This is an optimization exercise on Yosys and OpenROAD, whose aim is small area, a short achievable clock period and few clock cycles, not a production implementation. Only simulation tests tie the RTL to the original design; equivalence was not proved.

run 1:
Design hex2dec, start of the top module:
module hex2dec (
    input start,
    input [15:0] hex_data,
    output [7:0] ascii_data,
    output reg valid,
    output reg ready,
    input clk,
    input rstn
);
For scale: about 360 cells after synthesis, roughly 2100 um^2 of cells after synthesis.
Settings: LEC_CHECK=0, CAP_MARGIN=20, CORE_MARGIN=2, CORE_UTILIZATION=40, SLEW_MARGIN=20; clock period 6.0 ns.
standard.sh (not shown) runs the stock make flow with config.mk's settings and CLKGATE_MAP_FILE= SYNTH_SCRIPT=/design/flow/synth_recipe.tcl, a recipe that flattens the netlist after the stock synthesis.
==> flow/flow/run.sh <==
#!/bin/bash
# Own layout flow: the standard synthesis, then its combinational logic mapped
# again by ABC for area (flip-flops kept as the standard synthesis made them:
# same instances, names and cells), then the standard flow from floorplan on.
set -euo pipefail
W=$(pwd)
R=$W/orfs/results/$FLOW_PLATFORM/hex2dec/base
L=$W/orfs/logs/$FLOW_PLATFORM/hex2dec/base
LIB=$FLOW_HOME/platforms/$FLOW_PLATFORM/lib/sky130_fd_sc_hd__tt_025C_1v80.lib
YOSYS=yosys
[[ -x $FLOW_HOME/../tools/install/yosys/bin/yosys ]] && YOSYS=$FLOW_HOME/../tools/install/yosys/bin/yosys
# ABC script for the second mapping: delay-targeted mapping with gate sizing
ABC_ARGS="-script $W/flow/abc.script"

bash standard.sh synth > $W/log_standard_synth.txt 2>&1
cp $R/1_2_yosys.v $W/standard_1_2_yosys.v

$YOSYS -q -l $W/log_cells.txt -p "read_liberty -ignore_miss_func $LIB; write_verilog -noattr $W/cells_all.v" > /dev/null
python3 $W/flow/comb_cells.py $W/cells_all.v $W/cells_comb.v

DU=$(grep -o -- "-dont_use [^ ]*" $L/1_2_yosys.log | sort -u | tr '\n' ' ')
cat > $W/resynth.ys <<EOY
read_liberty -lib $LIB
read_verilog $W/standard_1_2_yosys.v
hierarchy -top $FLOW_TOP
techmap -map $W/cells_comb.v
techmap
opt -fast
opt -purge
abc $ABC_ARGS -liberty $LIB $DU
opt_clean -purge
hilomap -singleton -hicell sky130_fd_sc_hd__conb_1 HI -locell sky130_fd_sc_hd__conb_1 LO
insbuf -buf sky130_fd_sc_hd__buf_4 A X
opt_clean -purge
stat -liberty $LIB
check -assert -mapped
write_verilog -noattr -nohex -nodec $W/resynth.v
EOY
$YOSYS -l $W/log_resynth.txt $W/resynth.ys > /dev/null
cp $W/resynth.v $R/1_2_yosys.v
rm -f $R/1_synth.odb
bash standard.sh finish > $W/log_standard_finish.txt 2>&1
==> flow/flow/abc.script <==
strash
dch -f
map -D 2000
buffer
upsize -D 2000
dnsize -D 2000
==> flow/flow/comb_cells.py <==
# Keep the combinational cells from Yosys's functional models of the
# library (read_liberty output): no flip-flops, latches, tie or tristate cells.
import re, sys
src = open(sys.argv[1]).read()
out = []
for body, name in re.findall(r'(module (\S+?)\(.*?endmodule)', src, re.S):
    if 'always' in body or ' reg ' in body or 'conb' in name or "'z" in body or 'bz' in body:
        continue
    if 'assign' not in body:
        continue
    out.append(body)
open(sys.argv[2], 'w').write('\n\n'.join(out) + '\n')
Testbench counts of run 1, summed over its fixed seeds: cycles 1,936.
[inputs] run 2 vs run 1
Settings: SETUP_SLACK_MARGIN newly set to 3.3.
diff --git a/flow/flow/run.sh b/flow/flow/run.sh
--- a/flow/flow/run.sh
+++ b/flow/flow/run.sh
@@ -40,3 +40,3 @@
 cp $W/resynth.v $R/1_2_yosys.v
 rm -f $R/1_synth.odb
-bash standard.sh finish > $W/log_standard_finish.txt 2>&1
+bash standard.sh "BUFFER_PORTS_ARGS=-buffer_cell sky130_fd_sc_hd__buf_1" finish > $W/log_standard_finish.txt 2>&1
==> flow/flow/abc.script <==
strash
balance
rewrite
refactor
balance
rewrite
rewrite -z
balance
refactor -z
rewrite -z
balance
balance
rewrite
refactor
balance
rewrite
rewrite -z
balance
refactor -z
rewrite -z
balance
dch -f
map -D 1800
buffer
upsize -D 1800
dnsize -D 1800
## What came out
- Run 2 ended with every stage complete and zero timing, DRC or antenna violations.
- Measured against each other, run 1 and run 2 differ in maximum fanout along the worst path, the higher figure coming from run 1.
- Compared with run 1, run 2 ends up with a larger final cell area.
- Going from run 1 to run 2, floorplan die area now sits lower; flip-flop and latch area now sits higher.
- Wire length on met3 | run 2 below run 1
- Per the comparison of run 2 with run 1, met2 wire length went up, non-clock buffer count went up, detail-routed via count per cell went up, area overhead of the layout relative to synthesis went up.
Here is what was changed in the inputs of run 3 compared with run 2.
Settings: SETUP_SLACK_MARGIN removed (was 3.3).
diff --git a/flow/flow/abc.script b/flow/flow/abc.script
--- a/flow/flow/abc.script
+++ b/flow/flow/abc.script
@@ -21,6 +21,6 @@
 balance
 dch -f
-map -D 1800
+map -D 1600
 buffer
-upsize -D 1800
-dnsize -D 1800
+upsize -D 1600
+dnsize -D 1600
--- outcome ---
- Run 3 vs run 2: number of instances in the synthesized netlist up
- Clock skew came out higher on run 3 than on run 2.
- Looking only at utilization, and setting everything else aside, the higher value of run 3 and run 2 goes to run 2.
- Summary of run 3 over run 2: total met3 wirelength after detailed routing rose by 7.1%.

* * *

Another version of the RTL of hex2dec (not shown whole).
For scale: roughly 360 cells after synthesis, about 2200 µm² of cells after synthesis.
export LEC_CHECK = 0
export CAP_MARGIN = 20
export CORE_MARGIN = 2
export CORE_UTILIZATION = 40
export SETUP_SLACK_MARGIN = 3.5
export SLEW_MARGIN = 20
create_clock -name core_clock -period 6.0 [get_ports {clk}]
==> flow/flow/run.sh <==
#!/bin/bash
# Own layout flow: the standard synthesis, then its combinational logic mapped
# again by ABC for area (flip-flops kept as the standard synthesis made them:
# same instances, names and cells), then the standard flow from floorplan on.
set -euo pipefail
W=$(pwd)
R=$W/orfs/results/$FLOW_PLATFORM/hex2dec/base
L=$W/orfs/logs/$FLOW_PLATFORM/hex2dec/base
LIB=$FLOW_HOME/platforms/$FLOW_PLATFORM/lib/sky130_fd_sc_hd__tt_025C_1v80.lib
YOSYS=yosys
[[ -x $FLOW_HOME/../tools/install/yosys/bin/yosys ]] && YOSYS=$FLOW_HOME/../tools/install/yosys/bin/yosys
# ABC script for the second mapping: delay-targeted mapping with gate sizing
ABC_ARGS="-script $W/flow/abc.script"

bash standard.sh synth > $W/log_standard_synth.txt 2>&1
cp $R/1_2_yosys.v $W/standard_1_2_yosys.v

$YOSYS -q -l $W/log_cells.txt -p "read_liberty -ignore_miss_func $LIB; write_verilog -noattr $W/cells_all.v" > /dev/null
python3 $W/flow/comb_cells.py $W/cells_all.v $W/cells_comb.v

DU=$(grep -o -- "-dont_use [^ ]*" $L/1_2_yosys.log | sort -u | tr '\n' ' ')
cat > $W/resynth.ys <<EOY
read_liberty -lib $LIB
read_verilog $W/standard_1_2_yosys.v
hierarchy -top $FLOW_TOP
techmap -map $W/cells_comb.v
techmap
opt -fast
opt -purge
abc $ABC_ARGS -liberty $LIB $DU
opt_clean -purge
hilomap -singleton -hicell sky130_fd_sc_hd__conb_1 HI -locell sky130_fd_sc_hd__conb_1 LO
insbuf -buf sky130_fd_sc_hd__buf_4 A X
opt_clean -purge
stat -liberty $LIB
check -assert -mapped
write_verilog -noattr -nohex -nodec $W/resynth.v
EOY
$YOSYS -l $W/log_resynth.txt $W/resynth.ys > /dev/null
cp $W/resynth.v $R/1_2_yosys.v
rm -f $R/1_synth.odb
bash standard.sh finish > $W/log_standard_finish.txt 2>&1
==> flow/flow/abc.script <==
strash
dch -f
map -D 2000
buffer
upsize -D 2000
dnsize -D 2000
Scripts as last shown in full above: flow/flow/comb_cells.py
Testbench counts at the start, summed over its fixed seeds: cycles 1,936.
Rerun with:
Settings changed: SETUP_SLACK_MARGIN 3.5 to 3.0.
What happened:
- The changed run produced a clean layout
- worst hold slack degrades by 0.010 ns
- worst setup slack gets worse by 0.068 ns
- die area does not change
- wire length went down by roughly a tenth
Rerun with:
==> flow/run.sh (new file) <==
#!/bin/bash
# synth_recipe.tcl (not shown) runs the flow's synth.tcl, then flattens the netlist and writes it again
# the make line also repeats each setting of config.mk as NAME=value (left out here)
make -C /OpenROAD-flow-scripts/flow DESIGN_CONFIG=/design/flow/config.mk WORK_HOME=/design/flow/orfs CLKGATE_MAP_FILE= SYNTH_SCRIPT=/design/flow/synth_recipe.tcl finish
Settings changed: SETUP_SLACK_MARGIN 3.0 to default.
removed: flow/flow/run.sh
removed: flow/flow/abc.script
removed: flow/flow/comb_cells.py
removed: flow/standard.sh
The changed run went through all stages and came out clean.
Synthesized area climbs by 5.1%.
Synthesized cell count drops by 20%.
Design area drops by about 9%.
Die area climbs by 4.9%.
Routed wire length drops by 10%.
Maximum frequency drops by about 26%.
Hold slack degrades by 0.032 ns.
Core utilization drops by 6.1 points.
Count of clock-buffer cells in the layout stays the same.

* * *

hex2dec with an RTL version that a note above also has.
Size in the first run: about 350 cells after synthesis, ~29 I/O pins, about 2000 µm² of cells after synthesis.
Design hex2dec, start of the top module:
module hex2dec (
    input start,
    input [15:0] hex_data,
    output [7:0] ascii_data,
    output reg valid,
    output reg ready,
    input clk,
    input rstn
);
    reg [16:0] r;
    reg [3:0]  dig;
    reg [2:0]  ph;       
    wire accept = start & ready;
    function automatic ge(input [12:0] x, input [12:0] k);
        integer i;
        begin
            ge = 1'b1;
            for (i = 0; i < 13; i = i + 1)
                ge = k[i] ? (x[i] & ge) : (x[i] | ge);
        end
    endfunction
    wire [12:0] rh = r[16:4];
    wire [9:0] g;
    assign g[0] = 1'b1;
    genvar k;
    generate
        for (k = 1; k < 10; k = k + 1) begin : cmp
            assign g[k] = ge(rh, 625 * k);
        end
    endgenerate
    wire [9:0] oh = g & ~{1'b0, g[9:1]};     
    reg [3:0]  q;
    reg [11:0] c;        
    integer j;
    always @(*) begin
        q = 4'd0;
        c = 12'd0;
        for (j = 1; j < 10; j = j + 1) begin
            q = q | ({4{oh[j]}} & j[3:0]);
            c = c | ({12{oh[j]}} & 12'((j * 3125) % 4096));
  ...
Settings: LEC_CHECK=0, CAP_MARGIN=20, CORE_MARGIN=2, CORE_UTILIZATION=40, SETUP_SLACK_MARGIN=3.1, SLEW_MARGIN=20; clock period 6.0 ns.
==> flow/flow/run.sh <==
#!/bin/bash
# Own layout flow: the standard synthesis, then its combinational logic mapped
# again by ABC for area (flip-flops kept as the standard synthesis made them:
# same instances, names and cells), then the standard flow from floorplan on.
set -euo pipefail
W=$(pwd)
R=$W/orfs/results/$FLOW_PLATFORM/hex2dec/base
L=$W/orfs/logs/$FLOW_PLATFORM/hex2dec/base
LIB=$FLOW_HOME/platforms/$FLOW_PLATFORM/lib/sky130_fd_sc_hd__tt_025C_1v80.lib
YOSYS=yosys
[[ -x $FLOW_HOME/../tools/install/yosys/bin/yosys ]] && YOSYS=$FLOW_HOME/../tools/install/yosys/bin/yosys
# ABC script for the second mapping: delay-targeted mapping with gate sizing
ABC_ARGS="-script $W/flow/abc.script"

bash standard.sh synth > $W/log_standard_synth.txt 2>&1
cp $R/1_2_yosys.v $W/standard_1_2_yosys.v

$YOSYS -q -l $W/log_cells.txt -p "read_liberty -ignore_miss_func $LIB; write_verilog -noattr $W/cells_all.v" > /dev/null
python3 $W/flow/comb_cells.py $W/cells_all.v $W/cells_comb.v

DU=$(grep -o -- "-dont_use [^ ]*" $L/1_2_yosys.log | sort -u | tr '\n' ' ')
cat > $W/resynth.ys <<EOY
read_liberty -lib $LIB
read_verilog $W/standard_1_2_yosys.v
hierarchy -top $FLOW_TOP
techmap -map $W/cells_comb.v
techmap
opt -fast
opt -purge
abc $ABC_ARGS -liberty $LIB $DU
opt_clean -purge
hilomap -singleton -hicell sky130_fd_sc_hd__conb_1 HI -locell sky130_fd_sc_hd__conb_1 LO
insbuf -buf sky130_fd_sc_hd__buf_4 A X
opt_clean -purge
stat -liberty $LIB
check -assert -mapped
write_verilog -noattr -nohex -nodec $W/resynth.v
EOY
$YOSYS -l $W/log_resynth.txt $W/resynth.ys > /dev/null
cp $W/resynth.v $R/1_2_yosys.v
rm -f $R/1_synth.odb
bash standard.sh "BUFFER_PORTS_ARGS=-buffer_cell sky130_fd_sc_hd__buf_1" finish > $W/log_standard_finish.txt 2>&1
==> flow/flow/abc.script <==
strash
balance
rewrite
refactor
balance
rewrite
rewrite -z
balance
refactor -z
rewrite -z
balance
balance
rewrite
refactor
balance
rewrite
rewrite -z
balance
refactor -z
rewrite -z
balance
dch -f
map -D 1800
==> flow/flow/comb_cells.py <==
# Keep the combinational cells from Yosys's functional models of the
# library (read_liberty output): no flip-flops, latches, tie or tristate cells.
import re, sys
src = open(sys.argv[1]).read()
out = []
for body, name in re.findall(r'(module (\S+?)\(.*?endmodule)', src, re.S):
    if 'always' in body or ' reg ' in body or 'conb' in name or "'z" in body or 'bz' in body:
        continue
    if 'assign' not in body:
        continue
    out.append(body)
open(sys.argv[2], 'w').write('\n\n'.join(out) + '\n')
The starting point completed with no timing, DRC or antenna violations.
Testbench counts at the start, summed over its fixed seeds: cycles 1,936.
Then changed:
==> flow/flow/abc.script (replaced) <==
strash
dch -f
map -D 1800
buffer
upsize -D 1800
dnsize -D 1800
SETUP_SLACK_MARGIN = default   (was 3.1)
Result: Global-route usage increases by 0.41 points; worst setup slack is worse by 0.095 ns; worst hold slack loses 0.0062 ns; first-iteration DRC count drops by 0.44%; utilization shrinks by 6.6 points; sequential cell count stays the same; area after synthesis rose by 8.6%; clock-buffer cell count does not change.
Then changed:
==> flow/flow/abc.script (replaced) <==
strash
balance
rewrite
refactor
balance
rewrite
rewrite -z
balance
refactor -z
rewrite -z
balance
balance
rewrite
refactor
balance
rewrite
rewrite -z
balance
refactor -z
rewrite -z
balance
dch -f
map -D 1800
buffer
upsize -D 1800
dnsize -D 1800
CTS_CLUSTER_DIAMETER = 100   (was default)
CTS_CLUSTER_SIZE = 30   (was default)
After rerunning: Synthesized cell count falls by about 6%. Maximum frequency is higher by about 3.5%. Global-route usage fell by 1.5 points. Critical path depth climbs by 1.
Then changed:
CTS_CLUSTER_DIAMETER = default   (was 100)
CTS_CLUSTER_SIZE = default   (was 30)
SETUP_SLACK_MARGIN = 3.1   (was default)
=> Fmax increases by 7.5%. Design area came out higher by 5.9%. Area after synthesis is unchanged. Worst hold slack stays flat. Sequential share of layout area came out lower by 0.35 points. Synthesized cell count stays the same.

==> re-timing with driven ports <==
The flow's constraints put no driver on any port. The routed layouts listed below were extracted and timed again, unchanged, in two steps.
Step 1 (the two cells are an assumption about what drives the block):
set clk [get_ports {clk}]
set_driving_cell -lib_cell sky130_fd_sc_hd__clkbuf_16 $clk
set_driving_cell -lib_cell sky130_fd_sc_hd__buf_2 [delete_from_list [all_inputs] $clk]
Step 2, shift: input delay + t, output delay - t, t = (earliest + latest rising clock arrival at the registers) / 2. This alone moves slack from input paths to output paths.
Three values: no drivers, after step 1, after step 2; two values: the first two.
run	t, ns	setup WS [ns]	worst register clock-pin slew, ns	worst slew at a driven data input, ns
run 1	0.301	2.903 / 2.903 / 2.903	0.10 / 0.10	0.04
run 2	0.302	3.300 / 3.300 / 3.300	0.09 / 0.09	0.03
run 3	0.296	3.071 / 3.071 / 3.071	0.11 / 0.11	0.03
the first run of note 2	0.297	3.194 / 3.194 / 3.194	0.09 / 0.09	0.03
the second run of note 2	0.295	3.126 / 3.126 / 3.126	0.09 / 0.09	0.04
the third run of note 2	0.298	2.117 / 2.117 / 2.117	0.10 / 0.10	0.03
the first run of note 3	0.295	3.082 / 3.082 / 3.082	0.10 / 0.10	0.03
the second run of note 3	0.296	2.987 / 2.987 / 2.987	0.10 / 0.10	0.03
the third run of note 3	0.299	3.089 / 3.089 / 3.089	0.10 / 0.10	0.03
the fourth run of note 3	0.301	3.292 / 3.292 / 3.119	0.10 / 0.10	0.03
After both steps setup and hold are still met in every run listed. The setup slack of the fourth run of note 3, which loses most, moves by 0.000 ns with the drivers and by -0.173 ns with both steps.
